Context: an optimization exercise on an open-source flow, tuned for small area. The choices shown serve that exercise and are no tape-out recipe.
Only simulation tests tie the RTL to the original design; equivalence was not proved.
Power and IR drop assume default switching activity.

rev 12:
==> flow/design.v (excerpt) <==
module XFabric (
    input logic clk
  , input logic rstn
  , input  logic           CPUm_req_vld
  , input  logic           CPUm_req_wr
  , input  logic [23:0] CPUm_req_adr
  , input  logic [3:0] CPUm_req_strb
  , input  logic [31:0] CPUm_req_dat
  , output logic           CPUm_req_gnt
  , output logic           CPUm_rsp_vld
  , output logic [31:0] CPUm_rsp_dat
  , input  logic           CPUm_rsp_gnt
  , input  logic           SCRm_req_vld
  , input  logic           SCRm_req_wr
  , input  logic [23:0] SCRm_req_adr
  , input  logic [3:0] SCRm_req_strb
  , input  logic [31:0] SCRm_req_dat
  , output logic           SCRm_req_gnt
  , output logic           SCRm_rsp_vld
  , output logic [31:0] SCRm_rsp_dat
  , input  logic           SCRm_rsp_gnt
  , input  logic           BRUm_req_vld
  , input  logic           BRUm_req_wr
  , input  logic [23:0] BRUm_req_adr
  , input  logic [1:0] BRUm_req_strb
  , input  logic [15:0] BRUm_req_dat
  , output logic           BRUm_req_gnt
  , output logic           BRUm_rsp_vld
  , output logic [15:0] BRUm_rsp_dat
  , input  logic           BRUm_rsp_gnt
  , output logic           CPUs_req_vld
  , output logic           CPUs_req_wr
  , output logic [15:0] CPUs_req_adr
  , output logic [1:0] CPUs_req_strb
  , output logic [15:0] CPUs_req_dat
  , input  logic      CPUs_req_gnt
  , input  logic      CPUs_rsp_vld
  , input  logic [15:0] CPUs_rsp_dat
  , output logic           CPUs_rsp_gnt
  , output logic           SCRs_req_vld
  , output logic           SCRs_req_wr
  , output logic [15:0] SCRs_req_adr
  , output logic [1:0] SCRs_req_strb
  , output logic [15:0] SCRs_req_dat
  , input  logic      SCRs_req_gnt
  , input  logic      SCRs_rsp_vld
  , input  logic [15:0] SCRs_rsp_dat
  , output logic           SCRs_rsp_gnt
  , output logic           KBDs_req_vld
  , output logic           KBDs_req_wr
  , output logic [15:0] KBDs_req_adr
  , output logic [0:0] KBDs_req_strb
  , output logic [7:0] KBDs_req_dat
  , input  logic      KBDs_req_gnt
  , input  logic      KBDs_rsp_vld
  , input  logic [7:0] KBDs_rsp_dat
  , output logic           KBDs_rsp_gnt
  , output logic           RAMs_req_vld
  , output logic           RAMs_req_wr
  , output logic [20:0] RAMs_req_adr
  , output logic [3:0] RAMs_req_strb
  , output logic [31:0] RAMs_req_dat
  , input  logic      RAMs_req_gnt
  , input  logic      RAMs_rsp_vld
  , input  logic [31:0] RAMs_rsp_dat
  , output logic           RAMs_rsp_gnt
  , output logic           ROMs_req_vld
  , output logic           ROMs_req_wr
  , output logic [14:0] ROMs_req_adr
  , output logic [1:0] ROMs_req_strb
  , output logic [15:0] ROMs_req_dat
  , input  logic      ROMs_req_gnt
  , input  logic      ROMs_rsp_vld
  , input  logic [15:0] ROMs_rsp_dat
  , output logic           ROMs_rsp_gnt
);
==> flow/config.mk <==
export PLATFORM = sky130hd
export DESIGN_NAME = XFabric
export DESIGN_NICKNAME = XFabric
export VERILOG_FILES = /design/flow/design.v
export SDC_FILE = /design/flow/constraint.sdc
export NUM_CORES = 4
export LEC_CHECK = 0
export CAP_MARGIN = 20
export CORE_MARGIN = 2
export CORE_UTILIZATION = 40
export SLEW_MARGIN = 20
==> flow/constraint.sdc <==
create_clock -name core_clock -period 6.0 [get_ports {clk}]
set_input_delay 1.2000 -clock core_clock [delete_from_list [all_inputs] [get_ports {clk}]]
set_output_delay 1.2000 -clock core_clock [all_outputs]
set_load 0.01 [all_outputs]
standard.sh (not shown) runs the stock make flow with config.mk's settings and CLKGATE_MAP_FILE= SYNTH_SCRIPT=/design/flow/synth_recipe.tcl, a recipe that flattens the netlist after the stock synthesis.
==> flow/flow/run.sh <==
#!/bin/bash
# Own layout flow: the standard ORFS flow (standard.sh), with these changes in how the
# layout is made:
#  - synthesis: the standard flow's synthesis script unchanged, except that Yosys's abc step maps the
#    combinational logic with Yosys's default ABC script instead of ORFS's speed script.
#    Flip-flops are mapped by dfflibmap before abc, so the registers (names, count, cell
#    types) are exactly those of the standard synthesis; fsm/share stay off, the design is
#    flattened and renamed by synth_recipe.tcl as before.
#  - port buffers use the smallest buffer cell (sky130_fd_sc_hd__buf_1) instead of the
#    tool's default pick; every input and output port still gets its own buffer;
#  - clock tree synthesis adds no dummy loads, and clusters up to 30 sinks within 100 um
#    under each clkbuf_16.
# Each tool's full output goes to the ORFS logs under orfs/logs; make's output goes to
# flow_make.log here.
set -euo pipefail
W=$(pwd)
cat > "$W/own_synth.tcl" <<EOS
proc abc {args} {
  set i [lsearch -exact \$args -script]
  if { \$i >= 0 } { set args [lreplace \$args \$i [expr {\$i + 1}]] }
  yosys abc {*}\$args
}
source {$W/synth_recipe.tcl}
EOS
sed "s|SYNTH_SCRIPT=[^ ]*|SYNTH_SCRIPT=$W/own_synth.tcl|" standard.sh > own_standard.sh
if ! grep -q "SYNTH_SCRIPT=$W/own_synth.tcl " own_standard.sh; then
  echo "could not point standard.sh at own_synth.tcl; using standard.sh as is" > own_flow_note.log
  cp standard.sh own_standard.sh
fi
export BUFFER_PORTS_ARGS="-buffer_cell sky130_fd_sc_hd__buf_1"
export CTS_ARGS="-sink_clustering_enable -repair_clock_nets -dont_use_dummy_load -sink_clustering_size 30 -sink_clustering_max_diameter 100 -buf_list sky130_fd_sc_hd__clkbuf_16"
bash own_standard.sh > flow_make.log 2>&1
The final layout from rev 12, which completed every stage, passed the timing, DRC and antenna checks at the end of the flow.
#### Input delta (rev 13 over rev 12)
-- flow/flow/run.sh --
<<< rev 12, line 9
#  - port buffers use the smallest buffer cell (sky130_fd_sc_hd__buf_1) instead of the
#    tool's default pick; every input and output port still gets its own buffer;
#  - clock tree synthesis adds no dummy loads, and clusters up to 30 sinks within 100 um
#    under each clkbuf_16.
# Each tool's full output goes to the ORFS logs under orfs/logs; make's output goes to
>>> rev 13, line 9
#  - port buffers use the smallest buffer cell (sky130_fd_sc_hd__buf_1) instead of the
#    tool's default pick; every input and output port still gets its own buffer;
#  - clock tree synthesis adds no dummy loads, and clusters up to 24 sinks within 80 um
#    under each clkbuf_16.
# Each tool's full output goes to the ORFS logs under orfs/logs; make's output goes to
<<< rev 12, line 29
fi
export BUFFER_PORTS_ARGS="-buffer_cell sky130_fd_sc_hd__buf_1"
export CTS_ARGS="-sink_clustering_enable -repair_clock_nets -dont_use_dummy_load -sink_clustering_size 30 -sink_clustering_max_diameter 100 -buf_list sky130_fd_sc_hd__clkbuf_16"
bash own_standard.sh > flow_make.log 2>&1
>>> rev 13, line 29
fi
export BUFFER_PORTS_ARGS="-buffer_cell sky130_fd_sc_hd__buf_1"
export CTS_ARGS="-sink_clustering_enable -repair_clock_nets -dont_use_dummy_load -sink_clustering_size 24 -sink_clustering_max_diameter 80 -buf_list sky130_fd_sc_hd__clkbuf_16"
bash own_standard.sh > flow_make.log 2>&1
[summary]
Rev 13 | stages: all done | timing, DRC, antenna: all pass. The via count of rev 13 and that of rev 12 are within noise of each other. Final design utilization in rev 13 is 0.30 points higher than in rev 12. On rev 13: switching power share of the total is 0.41 points lower than what rev 12 gave. Re buffer and inverter count on the worst path: rev 12 and rev 13 aren't equal, and the lower value belongs to rev 12.

## afterwards: timing with drivers on the ports
How much do the figures lean on ideal ports? The routed layouts below were timed once more, with nothing changed but the port constraints. Step 1 (the two cells are an assumption about what drives the block):
set clk [get_ports {clk}]
set_driving_cell -lib_cell sky130_fd_sc_hd__clkbuf_16 $clk
set_driving_cell -lib_cell sky130_fd_sc_hd__buf_2 [delete_from_list [all_inputs] $clk]
Step 2 moves the port delays by t, midway between the first and last clock arrival at a register: inputs arrive t later, outputs are due t later. That takes back most of the time a late clock gives input paths. a / b / c = ideal ports / drivers / drivers and shift; a / b = the first two.
run	shift t [ns]	setup WS [ns]	hold slack, ns	worst register clock-pin slew, ns	cell pins on the clock port's net
rev 12	0.639	1.927 / 1.921 / 1.927	0.431 / 0.431 / 0.431	0.12 / 0.12	1
rev 13	0.654	1.934 / 1.867 / 1.949	0.437 / 0.437 / 0.437	0.10 / 0.10	1
After both steps setup and hold are still met in every run listed.
